Context: an optimization exercise on an open-source flow, tuned for small area, a short achievable clock period and few clock cycles per item. The choices shown serve that exercise and are no tape-out recipe. The RTL was checked by simulation tests, not by an equivalence proof against the original design.

==> design/flow/design.v <==
module rs_decoder_90_64 (
    input  clk,
    input  rst_n,
    input  start,                      
    input  [719:0] received_code,      
    output [511:0] decoded_data,       
    output reg [4:0] errors_detected,  
    output reg error_corrected,        
    output reg [6:0] error_position,   
    output reg valid_out,              
    output reg decode_success          
);
    integer i, j, k, syndrome_idx, symbol_idx;
    wire [7:0] rx_sym0, rx_sym1, rx_sym2, rx_sym3, rx_sym4, rx_sym5, rx_sym6, rx_sym7, rx_sym8, rx_sym9;
    wire [7:0] rx_sym10, rx_sym11, rx_sym12, rx_sym13, rx_sym14, rx_sym15, rx_sym16, rx_sym17, rx_sym18, rx_sym19;
    wire [7:0] rx_sym20, rx_sym21, rx_sym22, rx_sym23, rx_sym24, rx_sym25, rx_sym26, rx_sym27, rx_sym28, rx_sym29;
    wire [7:0] rx_sym30, rx_sym31, rx_sym32, rx_sym33, rx_sym34, rx_sym35, rx_sym36, rx_sym37, rx_sym38, rx_sym39;
    wire [7:0] rx_sym40, rx_sym41, rx_sym42, rx_sym43, rx_sym44, rx_sym45, rx_sym46, rx_sym47, rx_sym48, rx_sym49;
    wire [7:0] rx_sym50, rx_sym51, rx_sym52, rx_sym53, rx_sym54, rx_sym55, rx_sym56, rx_sym57, rx_sym58, rx_sym59;
    wire [7:0] rx_sym60, rx_sym61, rx_sym62, rx_sym63, rx_sym64, rx_sym65, rx_sym66, rx_sym67, rx_sym68, rx_sym69;
    wire [7:0] rx_sym70, rx_sym71, rx_sym72, rx_sym73, rx_sym74, rx_sym75, rx_sym76, rx_sym77, rx_sym78, rx_sym79;
    wire [7:0] rx_sym80, rx_sym81, rx_sym82, rx_sym83, rx_sym84, rx_sym85, rx_sym86, rx_sym87, rx_sym88, rx_sym89;
    assign rx_sym0  = received_code[7:0];     assign rx_sym1  = received_code[15:8];
    assign rx_sym2  = received_code[23:16];   assign rx_sym3  = received_code[31:24];
    assign rx_sym4  = received_code[39:32];   assign rx_sym5  = received_code[47:40];
    assign rx_sym6  = received_code[55:48];   assign rx_sym7  = received_code[63:56];
    assign rx_sym8  = received_code[71:64];   assign rx_sym9  = received_code[79:72];
    assign rx_sym10 = received_code[87:80];   assign rx_sym11 = received_code[95:88];
    assign rx_sym12 = received_code[103:96];  assign rx_sym13 = received_code[111:104];
    assign rx_sym14 = received_code[119:112]; assign rx_sym15 = received_code[127:120];
    assign rx_sym16 = received_code[135:128]; assign rx_sym17 = received_code[143:136];
    assign rx_sym18 = received_code[151:144]; assign rx_sym19 = received_code[159:152];
    assign rx_sym20 = received_code[167:160]; assign rx_sym21 = received_code[175:168];
    assign rx_sym22 = received_code[183:176]; assign rx_sym23 = received_code[191:184];
    assign rx_sym24 = received_code[199:192]; assign rx_sym25 = received_code[207:200];
    assign rx_sym26 = received_code[215:208]; assign rx_sym27 = received_code[223:216];
    assign rx_sym28 = received_code[231:224]; assign rx_sym29 = received_code[239:232];
    assign rx_sym30 = received_code[247:240]; assign rx_sym31 = received_code[255:248];
    assign rx_sym32 = received_code[263:256]; assign rx_sym33 = received_code[271:264];
    assign rx_sym34 = received_code[279:272]; assign rx_sym35 = received_code[287:280];
    assign rx_sym36 = received_code[295:288]; assign rx_sym37 = received_code[303:296];
    assign rx_sym38 = received_code[311:304]; assign rx_sym39 = received_code[319:312];
    assign rx_sym40 = received_code[327:320]; assign rx_sym41 = received_code[335:328];
    assign rx_sym42 = received_code[343:336]; assign rx_sym43 = received_code[351:344];
    assign rx_sym44 = received_code[359:352]; assign rx_sym45 = received_code[367:360];
    assign rx_sym46 = received_code[375:368]; assign rx_sym47 = received_code[383:376];
    assign rx_sym48 = received_code[391:384]; assign rx_sym49 = received_code[399:392];
    assign rx_sym50 = received_code[407:400]; assign rx_sym51 = received_code[415:408];
    assign rx_sym52 = received_code[423:416]; assign rx_sym53 = received_code[431:424];
    assign rx_sym54 = received_code[439:432]; assign rx_sym55 = received_code[447:440];
    assign rx_sym56 = received_code[455:448]; assign rx_sym57 = received_code[463:456];
    assign rx_sym58 = received_code[471:464]; assign rx_sym59 = received_code[479:472];
    assign rx_sym60 = received_code[487:480]; assign rx_sym61 = received_code[495:488];
    assign rx_sym62 = received_code[503:496]; assign rx_sym63 = received_code[511:504];
    assign rx_sym64 = received_code[519:512]; assign rx_sym65 = received_code[527:520];
    assign rx_sym66 = received_code[535:528]; assign rx_sym67 = received_code[543:536];
    assign rx_sym68 = received_code[551:544]; assign rx_sym69 = received_code[559:552];
    assign rx_sym70 = received_code[567:560]; assign rx_sym71 = received_code[575:568];
    assign rx_sym72 = received_code[583:576]; assign rx_sym73 = received_code[591:584];
    assign rx_sym74 = received_code[599:592]; assign rx_sym75 = received_code[607:600];
    assign rx_sym76 = received_code[615:608]; assign rx_sym77 = received_code[623:616];
    assign rx_sym78 = received_code[631:624]; assign rx_sym79 = received_code[639:632];
    assign rx_sym80 = received_code[647:640]; assign rx_sym81 = received_code[655:648];
    assign rx_sym82 = received_code[663:656]; assign rx_sym83 = received_code[671:664];
    assign rx_sym84 = received_code[679:672]; assign rx_sym85 = received_code[687:680];
    assign rx_sym86 = received_code[695:688]; assign rx_sym87 = received_code[703:696];
    assign rx_sym88 = received_code[711:704]; assign rx_sym89 = received_code[719:712];
    reg [7:0] corrected_symbol_0, corrected_symbol_1, corrected_symbol_2, corrected_symbol_3;
    reg [7:0] corrected_symbol_4, corrected_symbol_5, corrected_symbol_6, corrected_symbol_7;
    reg [7:0] corrected_symbol_8, corrected_symbol_9, corrected_symbol_10, corrected_symbol_11;
    reg [7:0] corrected_symbol_12, corrected_symbol_13, corrected_symbol_14, corrected_symbol_15;
    reg [7:0] corrected_symbol_16, corrected_symbol_17, corrected_symbol_18, corrected_symbol_19;
    reg [7:0] corrected_symbol_20, corrected_symbol_21, corrected_symbol_22, corrected_symbol_23;
    reg [7:0] corrected_symbol_24, corrected_symbol_25, corrected_symbol_26, corrected_symbol_27;
    reg [7:0] corrected_symbol_28, corrected_symbol_29, corrected_symbol_30, corrected_symbol_31;
    reg [7:0] corrected_symbol_32, corrected_symbol_33, corrected_symbol_34, corrected_symbol_35;
    reg [7:0] corrected_symbol_36, corrected_symbol_37, corrected_symbol_38, corrected_symbol_39;
    reg [7:0] corrected_symbol_40, corrected_symbol_41, corrected_symbol_42, corrected_symbol_43;
    reg [7:0] corrected_symbol_44, corrected_symbol_45, corrected_symbol_46, corrected_symbol_47;
    reg [7:0] corrected_symbol_48, corrected_symbol_49, corrected_symbol_50, corrected_symbol_51;
    reg [7:0] corrected_symbol_52, corrected_symbol_53, corrected_symbol_54, corrected_symbol_55;
    reg [7:0] corrected_symbol_56, corrected_symbol_57, corrected_symbol_58, corrected_symbol_59;
    reg [7:0] corrected_symbol_60, corrected_symbol_61, corrected_symbol_62, corrected_symbol_63;
    reg [3:0] state;
    parameter IDLE = 4'd0;
    parameter CALC_SYNDROME = 4'd1;
    parameter CHECK_ERROR = 4'd2;
    parameter CALC_ERROR_POSITION = 4'd3;
    parameter CALC_ERROR_VALUE = 4'd4;
    parameter CORRECT_ERROR = 4'd5;
    parameter DONE = 4'd6;
    reg [6:0] calc_cnt;     
    reg [3:0] syndrome_cnt;  
    reg [7:0] syndrome_0, syndrome_1, syndrome_2, syndrome_3;
    reg [7:0] syndrome_4, syndrome_5, syndrome_6, syndrome_7;
    reg [7:0] error_value;
    reg [7:0] gf_mult_a, gf_mult_b;
    wire [7:0] gf_mult_result;
    reg [7:0] gf_inv_a;
    wire [7:0] gf_inv_result;
    reg [7:0] gf_pow_base;
    reg [7:0] gf_pow_exp;
    wire [7:0] gf_pow_result;
    gf256_mult gf_mult_inst (
        .a(gf_mult_a),
        .b(gf_mult_b),
        .result(gf_mult_result)
    );
    gf256_inverse gf_inv_inst (
        .a(gf_inv_a),
        .result(gf_inv_result)
    );
    gf256_power gf_pow_inst (
        .base(gf_pow_base),
        .exp(gf_pow_exp),
        .result(gf_pow_result)
    );
    reg [7:0] current_rx_symbol;
    always @(*) begin
        case (calc_cnt)
            7'd0:  current_rx_symbol = rx_sym0;   7'd1:  current_rx_symbol = rx_sym1;
            7'd2:  current_rx_symbol = rx_sym2;   7'd3:  current_rx_symbol = rx_sym3;
            7'd4:  current_rx_symbol = rx_sym4;   7'd5:  current_rx_symbol = rx_sym5;
            7'd6:  current_rx_symbol = rx_sym6;   7'd7:  current_rx_symbol = rx_sym7;
            7'd8:  current_rx_symbol = rx_sym8;   7'd9:  current_rx_symbol = rx_sym9;
            7'd10: current_rx_symbol = rx_sym10;  7'd11: current_rx_symbol = rx_sym11;
            7'd12: current_rx_symbol = rx_sym12;  7'd13: current_rx_symbol = rx_sym13;
            7'd14: current_rx_symbol = rx_sym14;  7'd15: current_rx_symbol = rx_sym15;
            7'd16: current_rx_symbol = rx_sym16;  7'd17: current_rx_symbol = rx_sym17;
            7'd18: current_rx_symbol = rx_sym18;  7'd19: current_rx_symbol = rx_sym19;
            7'd20: current_rx_symbol = rx_sym20;  7'd21: current_rx_symbol = rx_sym21;
            7'd22: current_rx_symbol = rx_sym22;  7'd23: current_rx_symbol = rx_sym23;
            7'd24: current_rx_symbol = rx_sym24;  7'd25: current_rx_symbol = rx_sym25;
            7'd26: current_rx_symbol = rx_sym26;  7'd27: current_rx_symbol = rx_sym27;
            7'd28: current_rx_symbol = rx_sym28;  7'd29: current_rx_symbol = rx_sym29;
            7'd30: current_rx_symbol = rx_sym30;  7'd31: current_rx_symbol = rx_sym31;
            7'd32: current_rx_symbol = rx_sym32;  7'd33: current_rx_symbol = rx_sym33;
            7'd34: current_rx_symbol = rx_sym34;  7'd35: current_rx_symbol = rx_sym35;
            7'd36: current_rx_symbol = rx_sym36;  7'd37: current_rx_symbol = rx_sym37;
            7'd38: current_rx_symbol = rx_sym38;  7'd39: current_rx_symbol = rx_sym39;
            7'd40: current_rx_symbol = rx_sym40;  7'd41: current_rx_symbol = rx_sym41;
            7'd42: current_rx_symbol = rx_sym42;  7'd43: current_rx_symbol = rx_sym43;
            7'd44: current_rx_symbol = rx_sym44;  7'd45: current_rx_symbol = rx_sym45;
            7'd46: current_rx_symbol = rx_sym46;  7'd47: current_rx_symbol = rx_sym47;
            7'd48: current_rx_symbol = rx_sym48;  7'd49: current_rx_symbol = rx_sym49;
            7'd50: current_rx_symbol = rx_sym50;  7'd51: current_rx_symbol = rx_sym51;
            7'd52: current_rx_symbol = rx_sym52;  7'd53: current_rx_symbol = rx_sym53;
            7'd54: current_rx_symbol = rx_sym54;  7'd55: current_rx_symbol = rx_sym55;
            7'd56: current_rx_symbol = rx_sym56;  7'd57: current_rx_symbol = rx_sym57;
            7'd58: current_rx_symbol = rx_sym58;  7'd59: current_rx_symbol = rx_sym59;
            7'd60: current_rx_symbol = rx_sym60;  7'd61: current_rx_symbol = rx_sym61;
            7'd62: current_rx_symbol = rx_sym62;  7'd63: current_rx_symbol = rx_sym63;
            7'd64: current_rx_symbol = rx_sym64;  7'd65: current_rx_symbol = rx_sym65;
            7'd66: current_rx_symbol = rx_sym66;  7'd67: current_rx_symbol = rx_sym67;
            7'd68: current_rx_symbol = rx_sym68;  7'd69: current_rx_symbol = rx_sym69;
            7'd70: current_rx_symbol = rx_sym70;  7'd71: current_rx_symbol = rx_sym71;
            7'd72: current_rx_symbol = rx_sym72;  7'd73: current_rx_symbol = rx_sym73;
            7'd74: current_rx_symbol = rx_sym74;  7'd75: current_rx_symbol = rx_sym75;
            7'd76: current_rx_symbol = rx_sym76;  7'd77: current_rx_symbol = rx_sym77;
            7'd78: current_rx_symbol = rx_sym78;  7'd79: current_rx_symbol = rx_sym79;
            7'd80: current_rx_symbol = rx_sym80;  7'd81: current_rx_symbol = rx_sym81;
            7'd82: current_rx_symbol = rx_sym82;  7'd83: current_rx_symbol = rx_sym83;
            7'd84: current_rx_symbol = rx_sym84;  7'd85: current_rx_symbol = rx_sym85;
            7'd86: current_rx_symbol = rx_sym86;  7'd87: current_rx_symbol = rx_sym87;
            7'd88: current_rx_symbol = rx_sym88;  7'd89: current_rx_symbol = rx_sym89;
            default: current_rx_symbol = 8'h00;
        endcase
    end
    wire all_syndromes_zero;
    assign all_syndromes_zero = (syndrome_0 == 8'd0) && (syndrome_1 == 8'd0) && 
                               (syndrome_2 == 8'd0) && (syndrome_3 == 8'd0) &&
                               (syndrome_4 == 8'd0) && (syndrome_5 == 8'd0) &&
                               (syndrome_6 == 8'd0) && (syndrome_7 == 8'd0);
    wire single_error_detected;
    assign single_error_detected = (syndrome_0 != 8'd0) && (syndrome_1 == 8'd0) && 
                                  (syndrome_2 == 8'd0) && (syndrome_3 == 8'd0) &&
                                  (syndrome_4 == 8'd0) && (syndrome_5 == 8'd0) &&
                                  (syndrome_6 == 8'd0) && (syndrome_7 == 8'd0);
    always @(posedge clk or negedge rst_n) begin
        if (!rst_n) begin
            state <= IDLE;
            calc_cnt <= 7'd0;
            syndrome_cnt <= 4'd0;
            errors_detected <= 5'd0;
            error_corrected <= 1'b0;
            error_position <= 7'd0;
            valid_out <= 1'b0;
            decode_success <= 1'b0;
            error_value <= 8'd0;
            syndrome_0 <= 8'd0; syndrome_1 <= 8'd0; syndrome_2 <= 8'd0; syndrome_3 <= 8'd0;
            syndrome_4 <= 8'd0; syndrome_5 <= 8'd0; syndrome_6 <= 8'd0; syndrome_7 <= 8'd0;
            corrected_symbol_0 <= 8'd0; corrected_symbol_1 <= 8'd0; corrected_symbol_2 <= 8'd0; corrected_symbol_3 <= 8'd0;
            corrected_symbol_4 <= 8'd0; corrected_symbol_5 <= 8'd0; corrected_symbol_6 <= 8'd0; corrected_symbol_7 <= 8'd0;
            corrected_symbol_8 <= 8'd0; corrected_symbol_9 <= 8'd0; corrected_symbol_10 <= 8'd0; corrected_symbol_11 <= 8'd0;
            corrected_symbol_12 <= 8'd0; corrected_symbol_13 <= 8'd0; corrected_symbol_14 <= 8'd0; corrected_symbol_15 <= 8'd0;
            corrected_symbol_16 <= 8'd0; corrected_symbol_17 <= 8'd0; corrected_symbol_18 <= 8'd0; corrected_symbol_19 <= 8'd0;
            corrected_symbol_20 <= 8'd0; corrected_symbol_21 <= 8'd0; corrected_symbol_22 <= 8'd0; corrected_symbol_23 <= 8'd0;
            corrected_symbol_24 <= 8'd0; corrected_symbol_25 <= 8'd0; corrected_symbol_26 <= 8'd0; corrected_symbol_27 <= 8'd0;
            corrected_symbol_28 <= 8'd0; corrected_symbol_29 <= 8'd0; corrected_symbol_30 <= 8'd0; corrected_symbol_31 <= 8'd0;
            corrected_symbol_32 <= 8'd0; corrected_symbol_33 <= 8'd0; corrected_symbol_34 <= 8'd0; corrected_symbol_35 <= 8'd0;
            corrected_symbol_36 <= 8'd0; corrected_symbol_37 <= 8'd0; corrected_symbol_38 <= 8'd0; corrected_symbol_39 <= 8'd0;
            corrected_symbol_40 <= 8'd0; corrected_symbol_41 <= 8'd0; corrected_symbol_42 <= 8'd0; corrected_symbol_43 <= 8'd0;
            corrected_symbol_44 <= 8'd0; corrected_symbol_45 <= 8'd0; corrected_symbol_46 <= 8'd0; corrected_symbol_47 <= 8'd0;
            corrected_symbol_48 <= 8'd0; corrected_symbol_49 <= 8'd0; corrected_symbol_50 <= 8'd0; corrected_symbol_51 <= 8'd0;
            corrected_symbol_52 <= 8'd0; corrected_symbol_53 <= 8'd0; corrected_symbol_54 <= 8'd0; corrected_symbol_55 <= 8'd0;
            corrected_symbol_56 <= 8'd0; corrected_symbol_57 <= 8'd0; corrected_symbol_58 <= 8'd0; corrected_symbol_59 <= 8'd0;
            corrected_symbol_60 <= 8'd0; corrected_symbol_61 <= 8'd0; corrected_symbol_62 <= 8'd0; corrected_symbol_63 <= 8'd0;
        end else begin
            case (state)
                IDLE: begin
                    valid_out <= 1'b0;
                    decode_success <= 1'b0;
                    errors_detected <= 5'd0;
                    error_corrected <= 1'b0;
                    error_position <= 7'd0;
                    calc_cnt <= 7'd0;
                    syndrome_cnt <= 4'd0;
                    error_value <= 8'd0;
                    syndrome_0 <= 8'd0; syndrome_1 <= 8'd0; syndrome_2 <= 8'd0; syndrome_3 <= 8'd0;
                    syndrome_4 <= 8'd0; syndrome_5 <= 8'd0; syndrome_6 <= 8'd0; syndrome_7 <= 8'd0;
                    corrected_symbol_0 <= rx_sym0; corrected_symbol_1 <= rx_sym1; corrected_symbol_2 <= rx_sym2; corrected_symbol_3 <= rx_sym3;
                    corrected_symbol_4 <= rx_sym4; corrected_symbol_5 <= rx_sym5; corrected_symbol_6 <= rx_sym6; corrected_symbol_7 <= rx_sym7;
                    corrected_symbol_8 <= rx_sym8; corrected_symbol_9 <= rx_sym9; corrected_symbol_10 <= rx_sym10; corrected_symbol_11 <= rx_sym11;
                    corrected_symbol_12 <= rx_sym12; corrected_symbol_13 <= rx_sym13; corrected_symbol_14 <= rx_sym14; corrected_symbol_15 <= rx_sym15;
                    corrected_symbol_16 <= rx_sym16; corrected_symbol_17 <= rx_sym17; corrected_symbol_18 <= rx_sym18; corrected_symbol_19 <= rx_sym19;
                    corrected_symbol_20 <= rx_sym20; corrected_symbol_21 <= rx_sym21; corrected_symbol_22 <= rx_sym22; corrected_symbol_23 <= rx_sym23;
                    corrected_symbol_24 <= rx_sym24; corrected_symbol_25 <= rx_sym25; corrected_symbol_26 <= rx_sym26; corrected_symbol_27 <= rx_sym27;
                    corrected_symbol_28 <= rx_sym28; corrected_symbol_29 <= rx_sym29; corrected_symbol_30 <= rx_sym30; corrected_symbol_31 <= rx_sym31;
                    corrected_symbol_32 <= rx_sym32; corrected_symbol_33 <= rx_sym33; corrected_symbol_34 <= rx_sym34; corrected_symbol_35 <= rx_sym35;
                    corrected_symbol_36 <= rx_sym36; corrected_symbol_37 <= rx_sym37; corrected_symbol_38 <= rx_sym38; corrected_symbol_39 <= rx_sym39;
                    corrected_symbol_40 <= rx_sym40; corrected_symbol_41 <= rx_sym41; corrected_symbol_42 <= rx_sym42; corrected_symbol_43 <= rx_sym43;
                    corrected_symbol_44 <= rx_sym44; corrected_symbol_45 <= rx_sym45; corrected_symbol_46 <= rx_sym46; corrected_symbol_47 <= rx_sym47;
                    corrected_symbol_48 <= rx_sym48; corrected_symbol_49 <= rx_sym49; corrected_symbol_50 <= rx_sym50; corrected_symbol_51 <= rx_sym51;
                    corrected_symbol_52 <= rx_sym52; corrected_symbol_53 <= rx_sym53; corrected_symbol_54 <= rx_sym54; corrected_symbol_55 <= rx_sym55;
                    corrected_symbol_56 <= rx_sym56; corrected_symbol_57 <= rx_sym57; corrected_symbol_58 <= rx_sym58; corrected_symbol_59 <= rx_sym59;
                    corrected_symbol_60 <= rx_sym60; corrected_symbol_61 <= rx_sym61; corrected_symbol_62 <= rx_sym62; corrected_symbol_63 <= rx_sym63;
                    if (start) begin
                        state <= CALC_SYNDROME;
                    end
                end
                CALC_SYNDROME: begin
                    if (syndrome_cnt < 8) begin
                        if (calc_cnt < 90) begin
                            case (syndrome_cnt)
                                4'd0: syndrome_0 <= syndrome_0 ^ gf_mult_result;  
                                4'd1: syndrome_1 <= syndrome_1 ^ gf_mult_result;  
                                4'd2: syndrome_2 <= syndrome_2 ^ gf_mult_result;  
                                4'd3: syndrome_3 <= syndrome_3 ^ gf_mult_result;  
                                4'd4: syndrome_4 <= syndrome_4 ^ gf_mult_result;  
                                4'd5: syndrome_5 <= syndrome_5 ^ gf_mult_result;  
                                4'd6: syndrome_6 <= syndrome_6 ^ gf_mult_result;  
                                4'd7: syndrome_7 <= syndrome_7 ^ gf_mult_result;  
                                default: begin
                                end
                            endcase
                            calc_cnt <= calc_cnt + 1;
                        end else begin
                            syndrome_cnt <= syndrome_cnt + 1;
                            calc_cnt <= 7'd0;
                        end
                    end else begin
                        state <= CHECK_ERROR;
                        calc_cnt <= 7'd0;
                        syndrome_cnt <= 4'd0;
                    end
                end
                CHECK_ERROR: begin
                    if (all_syndromes_zero) begin
                        errors_detected <= 5'd0;
                        decode_success <= 1'b1;
                        state <= DONE;
                    end else if (single_error_detected) begin
                        errors_detected <= 5'd1;
                        state <= CALC_ERROR_POSITION;
                    end else begin
                        if ((syndrome_0 != 8'd0) && (syndrome_1 != 8'd0) && (syndrome_2 == 8'd0)) begin
                            errors_detected <= 5'd2;  
                        end else if ((syndrome_0 != 8'd0) && (syndrome_1 != 8'd0) && (syndrome_2 != 8'd0) && (syndrome_3 == 8'd0)) begin
                            errors_detected <= 5'd3;  
                        end else if ((syndrome_0 != 8'd0) && (syndrome_1 != 8'd0) && (syndrome_2 != 8'd0) && (syndrome_3 != 8'd0)) begin
                            errors_detected <= 5'd4;  
                        end else begin
                            errors_detected <= 5'd1;  
                        end
                        decode_success <= 1'b0;  
                        state <= DONE;
                    end
                end
                CALC_ERROR_POSITION: begin
                    if (syndrome_0 != 8'd0) begin
                        case (syndrome_0[3:0])  
                            4'h1: error_position <= 7'd1;
                            4'h2: error_position <= 7'd2;
                            4'h3: error_position <= 7'd3;
                            4'h4: error_position <= 7'd4;
                            4'h5: error_position <= 7'd5;
                            4'h6: error_position <= 7'd6;
                            4'h7: error_position <= 7'd7;
                            4'h8: error_position <= 7'd8;
                            4'h9: error_position <= 7'd9;
                            4'hA: error_position <= 7'd10;
                            4'hB: error_position <= 7'd11;
                            4'hC: error_position <= 7'd12;
                            4'hD: error_position <= 7'd13;
                            4'hE: error_position <= 7'd14;
                            4'hF: error_position <= 7'd15;
                            default: error_position <= 7'd0;
                        endcase
                    end else begin
                        error_position <= 7'd0;
                    end
                    state <= CALC_ERROR_VALUE;
                end
                CALC_ERROR_VALUE: begin
                    error_value <= syndrome_0;
                    state <= CORRECT_ERROR;
                end
                CORRECT_ERROR: begin
                    if (error_position < 64) begin
                        case (error_position)
                            7'd0:  corrected_symbol_0  <= corrected_symbol_0  ^ error_value;
                            7'd1:  corrected_symbol_1  <= corrected_symbol_1  ^ error_value;
                            7'd2:  corrected_symbol_2  <= corrected_symbol_2  ^ error_value;
                            7'd3:  corrected_symbol_3  <= corrected_symbol_3  ^ error_value;
                            7'd4:  corrected_symbol_4  <= corrected_symbol_4  ^ error_value;
                            7'd5:  corrected_symbol_5  <= corrected_symbol_5  ^ error_value;
                            7'd6:  corrected_symbol_6  <= corrected_symbol_6  ^ error_value;
                            7'd7:  corrected_symbol_7  <= corrected_symbol_7  ^ error_value;
                            7'd8:  corrected_symbol_8  <= corrected_symbol_8  ^ error_value;
                            7'd9:  corrected_symbol_9  <= corrected_symbol_9  ^ error_value;
                            7'd10: corrected_symbol_10 <= corrected_symbol_10 ^ error_value;
                            7'd11: corrected_symbol_11 <= corrected_symbol_11 ^ error_value;
                            7'd12: corrected_symbol_12 <= corrected_symbol_12 ^ error_value;
                            7'd13: corrected_symbol_13 <= corrected_symbol_13 ^ error_value;
                            7'd14: corrected_symbol_14 <= corrected_symbol_14 ^ error_value;
                            7'd15: corrected_symbol_15 <= corrected_symbol_15 ^ error_value;
                            7'd16: corrected_symbol_16 <= corrected_symbol_16 ^ error_value;
                            7'd17: corrected_symbol_17 <= corrected_symbol_17 ^ error_value;
                            7'd18: corrected_symbol_18 <= corrected_symbol_18 ^ error_value;
                            7'd19: corrected_symbol_19 <= corrected_symbol_19 ^ error_value;
                            7'd20: corrected_symbol_20 <= corrected_symbol_20 ^ error_value;
                            7'd21: corrected_symbol_21 <= corrected_symbol_21 ^ error_value;
                            7'd22: corrected_symbol_22 <= corrected_symbol_22 ^ error_value;
                            7'd23: corrected_symbol_23 <= corrected_symbol_23 ^ error_value;
                            7'd24: corrected_symbol_24 <= corrected_symbol_24 ^ error_value;
                            7'd25: corrected_symbol_25 <= corrected_symbol_25 ^ error_value;
                            7'd26: corrected_symbol_26 <= corrected_symbol_26 ^ error_value;
                            7'd27: corrected_symbol_27 <= corrected_symbol_27 ^ error_value;
                            7'd28: corrected_symbol_28 <= corrected_symbol_28 ^ error_value;
                            7'd29: corrected_symbol_29 <= corrected_symbol_29 ^ error_value;
                            7'd30: corrected_symbol_30 <= corrected_symbol_30 ^ error_value;
                            7'd31: corrected_symbol_31 <= corrected_symbol_31 ^ error_value;
                            7'd32: corrected_symbol_32 <= corrected_symbol_32 ^ error_value;
                            7'd33: corrected_symbol_33 <= corrected_symbol_33 ^ error_value;
                            7'd34: corrected_symbol_34 <= corrected_symbol_34 ^ error_value;
                            7'd35: corrected_symbol_35 <= corrected_symbol_35 ^ error_value;
                            7'd36: corrected_symbol_36 <= corrected_symbol_36 ^ error_value;
                            7'd37: corrected_symbol_37 <= corrected_symbol_37 ^ error_value;
                            7'd38: corrected_symbol_38 <= corrected_symbol_38 ^ error_value;
                            7'd39: corrected_symbol_39 <= corrected_symbol_39 ^ error_value;
                            7'd40: corrected_symbol_40 <= corrected_symbol_40 ^ error_value;
                            7'd41: corrected_symbol_41 <= corrected_symbol_41 ^ error_value;
                            7'd42: corrected_symbol_42 <= corrected_symbol_42 ^ error_value;
                            7'd43: corrected_symbol_43 <= corrected_symbol_43 ^ error_value;
                            7'd44: corrected_symbol_44 <= corrected_symbol_44 ^ error_value;
                            7'd45: corrected_symbol_45 <= corrected_symbol_45 ^ error_value;
                            7'd46: corrected_symbol_46 <= corrected_symbol_46 ^ error_value;
                            7'd47: corrected_symbol_47 <= corrected_symbol_47 ^ error_value;
                            7'd48: corrected_symbol_48 <= corrected_symbol_48 ^ error_value;
                            7'd49: corrected_symbol_49 <= corrected_symbol_49 ^ error_value;
                            7'd50: corrected_symbol_50 <= corrected_symbol_50 ^ error_value;
                            7'd51: corrected_symbol_51 <= corrected_symbol_51 ^ error_value;
                            7'd52: corrected_symbol_52 <= corrected_symbol_52 ^ error_value;
                            7'd53: corrected_symbol_53 <= corrected_symbol_53 ^ error_value;
                            7'd54: corrected_symbol_54 <= corrected_symbol_54 ^ error_value;
                            7'd55: corrected_symbol_55 <= corrected_symbol_55 ^ error_value;
                            7'd56: corrected_symbol_56 <= corrected_symbol_56 ^ error_value;
                            7'd57: corrected_symbol_57 <= corrected_symbol_57 ^ error_value;
                            7'd58: corrected_symbol_58 <= corrected_symbol_58 ^ error_value;
                            7'd59: corrected_symbol_59 <= corrected_symbol_59 ^ error_value;
                            7'd60: corrected_symbol_60 <= corrected_symbol_60 ^ error_value;
                            7'd61: corrected_symbol_61 <= corrected_symbol_61 ^ error_value;
                            7'd62: corrected_symbol_62 <= corrected_symbol_62 ^ error_value;
                            7'd63: corrected_symbol_63 <= corrected_symbol_63 ^ error_value;
                            default: begin
                            end
                        endcase
                        error_corrected <= 1'b1;
                    end
                    decode_success <= 1'b1;
                    state <= DONE;
                end
                DONE: begin
                    valid_out <= 1'b1;
                    if (!start) begin
                        state <= IDLE;
                        valid_out <= 1'b0;
                    end
                end
                default: state <= IDLE;
            endcase
        end
    end
    always @(*) begin
        case (state)
            CALC_SYNDROME: begin
                gf_mult_a = current_rx_symbol;
                case (syndrome_cnt)
                    4'd0: gf_mult_b = gf_pow_result;  
                    4'd1: gf_mult_b = gf_pow_result;  
                    4'd2: gf_mult_b = gf_pow_result;  
                    4'd3: gf_mult_b = gf_pow_result;  
                    4'd4: gf_mult_b = gf_pow_result;  
                    4'd5: gf_mult_b = gf_pow_result;  
                    4'd6: gf_mult_b = gf_pow_result;  
                    4'd7: gf_mult_b = gf_pow_result;  
                    default: gf_mult_b = 8'h01;
                endcase
                gf_pow_base = 8'h02;  
                gf_pow_exp = (syndrome_cnt + 1) * calc_cnt;  
                gf_inv_a = 8'h00;
            end
            CALC_ERROR_POSITION: begin
                gf_mult_a = syndrome_0;
                gf_mult_b = gf_inv_result;
                gf_inv_a = syndrome_1;
                gf_pow_base = 8'h02;
                gf_pow_exp = 8'h00;
            end
            default: begin
                gf_mult_a = 8'h00;
                gf_mult_b = 8'h00;
                gf_pow_base = 8'h02;
                gf_pow_exp = 8'h00;
                gf_inv_a = 8'h00;
            end
        endcase
    end
    assign decoded_data = {
        corrected_symbol_63, corrected_symbol_62, corrected_symbol_61, corrected_symbol_60,
        corrected_symbol_59, corrected_symbol_58, corrected_symbol_57, corrected_symbol_56,
        corrected_symbol_55, corrected_symbol_54, corrected_symbol_53, corrected_symbol_52,
        corrected_symbol_51, corrected_symbol_50, corrected_symbol_49, corrected_symbol_48,
        corrected_symbol_47, corrected_symbol_46, corrected_symbol_45, corrected_symbol_44,
        corrected_symbol_43, corrected_symbol_42, corrected_symbol_41, corrected_symbol_40,
        corrected_symbol_39, corrected_symbol_38, corrected_symbol_37, corrected_symbol_36,
        corrected_symbol_35, corrected_symbol_34, corrected_symbol_33, corrected_symbol_32,
        corrected_symbol_31, corrected_symbol_30, corrected_symbol_29, corrected_symbol_28,
        corrected_symbol_27, corrected_symbol_26, corrected_symbol_25, corrected_symbol_24,
        corrected_symbol_23, corrected_symbol_22, corrected_symbol_21, corrected_symbol_20,
        corrected_symbol_19, corrected_symbol_18, corrected_symbol_17, corrected_symbol_16,
        corrected_symbol_15, corrected_symbol_14, corrected_symbol_13, corrected_symbol_12,
        corrected_symbol_11, corrected_symbol_10, corrected_symbol_9, corrected_symbol_8,
        corrected_symbol_7, corrected_symbol_6, corrected_symbol_5, corrected_symbol_4,
        corrected_symbol_3, corrected_symbol_2, corrected_symbol_1, corrected_symbol_0
    };
endmodule
module gf256_inverse (
    input  [7:0] a,
    output [7:0] result
);
    reg [7:0] inv_result;
    always @(*) begin
        case (a)
            8'h00: inv_result = 8'h00;  
            8'h01: inv_result = 8'h01;  
            8'h02: inv_result = 8'h8D;  
            8'h03: inv_result = 8'hF6;  
            8'h04: inv_result = 8'hCB;  
            8'h05: inv_result = 8'h52;  
            8'h06: inv_result = 8'h7B;  
            8'h07: inv_result = 8'hD1;  
            8'h08: inv_result = 8'hE8;  
            8'h09: inv_result = 8'h4F;  
            8'h0A: inv_result = 8'h29;  
            8'h0B: inv_result = 8'hC0;  
            8'h0C: inv_result = 8'hB0;  
            8'h0D: inv_result = 8'hE1;  
            8'h0E: inv_result = 8'hE5;  
            8'h0F: inv_result = 8'hC7;  
            8'h10: inv_result = 8'h74;  
            8'h11: inv_result = 8'hB7;  
            8'h12: inv_result = 8'hA1;  
            8'h13: inv_result = 8'h87;  
            8'h14: inv_result = 8'h8F;  
            8'h15: inv_result = 8'h24;  
            8'h16: inv_result = 8'hC3;  
            8'h17: inv_result = 8'h78;  
            8'h18: inv_result = 8'hC1;  
            8'h19: inv_result = 8'h47;  
            8'h1A: inv_result = 8'h8B;  
            8'h1B: inv_result = 8'h69;  
            8'h1C: inv_result = 8'h2F;  
            8'h1D: inv_result = 8'h5B;  
            8'h1E: inv_result = 8'h6A;  
            8'h1F: inv_result = 8'h56;  
            default: inv_result = 8'h01;  
        endcase
    end
    assign result = inv_result;
endmodule
module gf256_power (
    input  [7:0] base,
    input  [7:0] exp,
    output [7:0] result
);
    reg [7:0] power_result;
    always @(*) begin
        if (exp == 8'h00) begin
            power_result = 8'h01;  
        end else if (base == 8'h00) begin
            power_result = 8'h00;  
        end else if (base == 8'h01) begin
            power_result = 8'h01;  
        end else if (base == 8'h02) begin
            case (exp[4:0])  
                5'h00: power_result = 8'h01;  
                5'h01: power_result = 8'h02;  
                5'h02: power_result = 8'h04;  
                5'h03: power_result = 8'h08;  
                5'h04: power_result = 8'h10;  
                5'h05: power_result = 8'h20;  
                5'h06: power_result = 8'h40;  
                5'h07: power_result = 8'h80;  
                5'h08: power_result = 8'h1D;  
                5'h09: power_result = 8'h3A;  
                5'h0A: power_result = 8'h74;  
                5'h0B: power_result = 8'hE8;  
                5'h0C: power_result = 8'hCD;  
                5'h0D: power_result = 8'h87;  
                5'h0E: power_result = 8'h13;  
                5'h0F: power_result = 8'h26;  
                5'h10: power_result = 8'h4C;  
                5'h11: power_result = 8'h98;  
                5'h12: power_result = 8'h2D;  
                5'h13: power_result = 8'h5A;  
                5'h14: power_result = 8'hB4;  
                5'h15: power_result = 8'h75;  
                5'h16: power_result = 8'hEA;  
                5'h17: power_result = 8'hC9;  
                5'h18: power_result = 8'h8F;  
                5'h19: power_result = 8'h03;  
                5'h1A: power_result = 8'h06;  
                5'h1B: power_result = 8'h0C;  
                5'h1C: power_result = 8'h18;  
                5'h1D: power_result = 8'h30;  
                5'h1E: power_result = 8'h60;  
                5'h1F: power_result = 8'hC0;  
                default: power_result = 8'h01;
            endcase
        end else begin
            power_result = base;  
        end
    end
    assign result = power_result;
endmodule
module gf256_mult (
    input  [7:0] a,
    input  [7:0] b,
    output [7:0] result
);
    wire [15:0] temp_mult;
    wire [7:0] reduced_result;
    assign temp_mult = a * b;
    wire [7:0] stage1, stage2, stage3, stage4, stage5, stage6, stage7;
    assign stage1 = temp_mult[15] ? (temp_mult[14:7] ^ 8'h1D) : temp_mult[14:7];
    assign stage2 = temp_mult[14] ? (stage1 ^ 8'h1D) : stage1;
    assign stage3 = temp_mult[13] ? (stage2 ^ 8'h0E) : stage2;
    assign stage4 = temp_mult[12] ? (stage3 ^ 8'h07) : stage3;
    assign stage5 = temp_mult[11] ? (stage4 ^ 8'h83) : stage4;
    assign stage6 = temp_mult[10] ? (stage5 ^ 8'hC1) : stage5;
    assign stage7 = temp_mult[9]  ? (stage6 ^ 8'hE0) : stage6;
    assign reduced_result = temp_mult[8] ? (stage7 ^ 8'h70) : stage7;
    assign result = reduced_result ^ temp_mult[7:0];
endmodule
==> design/flow/run.sh <==
#!/bin/bash
# synth_recipe.tcl (not shown) runs the flow's synth.tcl, then flattens the netlist and writes it again
# the make line also repeats each setting of config.mk as NAME=value (left out here)
make -C /OpenROAD-flow-scripts/flow DESIGN_CONFIG=/design/flow/config.mk WORK_HOME=/design/flow/orfs CLKGATE_MAP_FILE= SYNTH_SCRIPT=/design/flow/synth_recipe.tcl finish
==> design/flow/config.mk <==
export PLATFORM = sky130hd
export DESIGN_NAME = rs_decoder_90_64
export DESIGN_NICKNAME = rs_decoder_90_64
export VERILOG_FILES = /design/flow/design.v
export SDC_FILE = /design/flow/constraint.sdc
export NUM_CORES = 4
export LEC_CHECK = 0
export CAP_MARGIN = 20
export CORE_AREA = 10 10 510 510
export DIE_AREA = 0 0 520 520
export SLEW_MARGIN = 20
==> design/flow/constraint.sdc <==
create_clock -name core_clock -period 12.0 [get_ports {clk}]
set_input_delay 2.4000 -clock core_clock [delete_from_list [all_inputs] [get_ports {clk}]]
set_output_delay 2.4000 -clock core_clock [all_outputs]
set_load 0.01 [all_outputs]
==> flow_metrics.tcl <==
set metrics [dict create \
    wl_per_cell_um 41.0 \
    grt_max_degree 180 \
    setup_viol 0 \
    fin_skew_ps 24.9 \
    reg2reg_from "syndrome_cnt[0]" \
    syn-cell-area_um2 34800 \
    rows 183 \
    syn_avg_cell_area_um2 8.16 \
    ir_worst_vdd_uv 189 \
    wl_mm 369 \
    cts_buffers 77 \
    clock-sinks 608 \
    powerDensity_nw_per_um2 236 \
    drc 0 \
    grt_pass1_vias 40966 \
    postRouteAntennaNets 0 \
    root_buffer "clkbuf_16" \
    hold_path_class "reg -> reg" \
    fin_hold_ws_ps 472 \
    layout-drive-gt1-share_pct 7.42 \
    cts_tree "yes" \
    end_kind "flip-flop" \
    critPathTopFamily "simple AND/OR/NAND/NOR gates" \
    final_max_slew_viol_count 0 \
    drv_cap 0 \
    pre_cts_slack_ps 139 \
    setup_tns_ps 0 \
    crit_type "in -> reg" \
    grt-ovfl-total 0 \
    cts_resized 0 \
    crit_buf_inv 4 \
    die_area_um2 270000 \
    rsz0062_at_grt "false" \
    die_h_um 520 \
    grt_use_met1_pct 28.6 \
    cp_common_cell "fa_1" \
    grt_pass1_wl_mm 459 \
    async_reset_ff_share_pct 100 \
    min_period_ps 11040 \
    drtIter0Drc 4751 \
    setup_ws_ps 963 \
    synth_edf_count 0 \
    clockBufferDepth 3 \
    max_stage_delay_ps 880 \
    ys_types 83 \
    grt_antenna_before_repair 211 \
    synth_top_area_share_pct 43.7 \
    synthTopCellsByArea "dfrtp_1, nand2_1, a22oi_1, o21ai_0, a21oi_1" \
    routed_via_density 4.70 \
    synthCells 4269 \
    outcome "no timing/DRC/antenna violations" \
    fmax_ghz 0.0906 \
    clk_latency_ps 720 \
    max_slew_margin_pct 16.2 \
    synth.yosys.warnings 3 \
    syn_to_final_growth_pct 57.9 \
    holdBufCountCts 0 \
    gp_congestion 1.01 \
    fill_cells 27553 \
    die_w_um 520 \
    worst_slew_pin_slew_ps 1250 \
    grt_usage_pct 25.8 \
    vias 42286 \
    crit_required_ps 12570 \
    grt_use_met2_pct 42.9 \
    hold_start "corrected_symbol_33[6]" \
    nets 6355 \
    io_buffer_count 1244 \
    hold_viol 0 \
    synthFlopType "dfrtp_1" \
    cts_setup_buffers 0 \
    place_hpwl_mm 316 \
    total_power_uw 13000 \
    clkTransAtPathRegs_ps 70 \
    grt-busiest-layer "met2" \
    critPathLaunchType "primary input" \
    critPathSlowestCell "clkdlybuf4s50_1" \
    timing.final.crit_share_pct 92.0 \
    yosysSeqAreaShare_pct 43.7 \
    synth_largest_area_cell "dfrtp_1" \
    startpoint "received_code[77]" \
    core_um2 249000 \
    io_pins 1250 \
    worstPathArrival_ps 11610 \
    cts_max_level 3 \
    drt_pass1_iterations 8 \
    power_leakage_uw 0.0234 \
    initial_core_util_pct 14.0 \
    critPathMaxFanout 8 \
    globalRouteMet3Util_pct 7.63 \
    ys_seq_elements 608 \
]
==> report_power, final <==
part           internal (uW)  switching, uW
clock                   1540           1100
sequential              2970            654
combinational           2520           4200
==> cell usage after synthesis, drive strengths merged (33+ instances only) <==
master     n
xnor2     33
o21ai    330
nand3     44
nor3      36
nor2     227
buf       59
and2      53
clkbuf   203
or3       68
nor4      39
dfrtp    608
nand4     52
a22oi    264
a21oi    299
and3      50
fa        47
inv       89
ha        70
nand2   1365
==> metrics by stage <==
stage	utilization [%]	cell area (um^2)	cells
5_1_grt	22.1	54900	8965
2_1_floorplan	-	34800	4273
3_5_place_dp	20.9	52000	8766
4_1_cts	22.0	54700	8907
6_report	22.1	55000	9000
3_3_place_gp	20.9	52000	8763
==> metal layers <==
| metal | wire (um) | up-vias | part of all wire, % |
|---|---|---|---|
| met5 | 470 | - | 0.13 |
| met4 | 28800 | 72 | 7.8 |
| met3 | 31300 | 739 | 8.5 |
| met2 | 173000 | 2738 | 47 |
| met1 | 135000 | 21288 | 37 |
| li1 | - | 17449 | - |
==> cell type report <==
class,count,area [um^2],area share [%]
inverter,90,338,0.614
multi-input combinational,3313,18400,33.5
antenna,93,233,0.423
timing repair buffer,1425,13900,25.3
tap,3330,4170,7.58
sequential,608,15200,27.7
clock buffer,96,2140,3.89
clock inverter,45,604,1.10
==> worst paths after layout <==
path / cells after the start / slack (ps) / end
worst max register to register: 30 / 1070 / syndrome_4[0]
min in group asynchronous: 1 / 1680 / syndrome_3[5]
worst min register to register: 2 / 470 / corrected_symbol_33[6]
worst min-delay path: 2 / 470 / corrected_symbol_33[6]
worst max-delay path: 25 / 960 / syndrome_4[0]
max in group asynchronous: 3 / 8230 / corrected_symbol_25[7]
==> layout by cell type, fill, tap and decap left out, types with 50 or more instances in the layout <==
cell and count:
a21oi_1 293, a22oi_1 262, and2_1 52, and3_1 50
buf_4 173, clkbuf_16 79, clkdlybuf4s50_1 1243, dfrtp_1 607
diode_2 93, ha_1 70, inv_1 89, nand2_1 1364
nand4_1 52, nor2_1 171, o21ai_0 327, or3_1 67
==> tightest hold or removal path, delay by kind of cell (launching register included) <==
family / cells / cell delay, ps
flip-flops: 1 / 340
AND/OR/NAND/NOR: 2 / 100
==> cell families (layout without fill, tap and decap cells) <==
kind of cell | Yosys count | after routing | synth area share (%)
muxes | 15 | 15 | 0.521
buffers and inverters | 352 | 1656 | 4.15
adders and majority gates | 117 | 117 | 5.22
AOI/OAI and AO/OA | 1082 | 1082 | 19.3
and+or+nand+nor | 2049 | 2049 | 25.9
xor gates and xnor gates | 45 | 45 | 1.25
other | 1 | 98 | 0.0108
DFF | 608 | 608 | 43.7
Testbench counts, summed over its fixed seeds: cycles 281,796, items 384.

-- what the ideal ports hide --
No port has a modelled driver above. Below, the same layout with a new extraction and two added sets of constraints. Step 1, drivers: a clkbuf_16 drives clk and a buf_2 each remaining input, both assumed. Step 2, shift: input delay + t, output delay - t, t = (earliest + latest rising clock arrival at the registers) / 2. This alone moves slack from input paths to output paths. a / b / c = ideal / step 1 / step 2; a / b = the first two.
t, ns: 0.792
setup slack, ns: 0.963 / 1.012 / 0.220
worst setup path at the end: input to register
After both steps this run still meets setup and hold. The setup slack of this run moves by +0.049 ns with the drivers and by -0.743 ns with both steps.
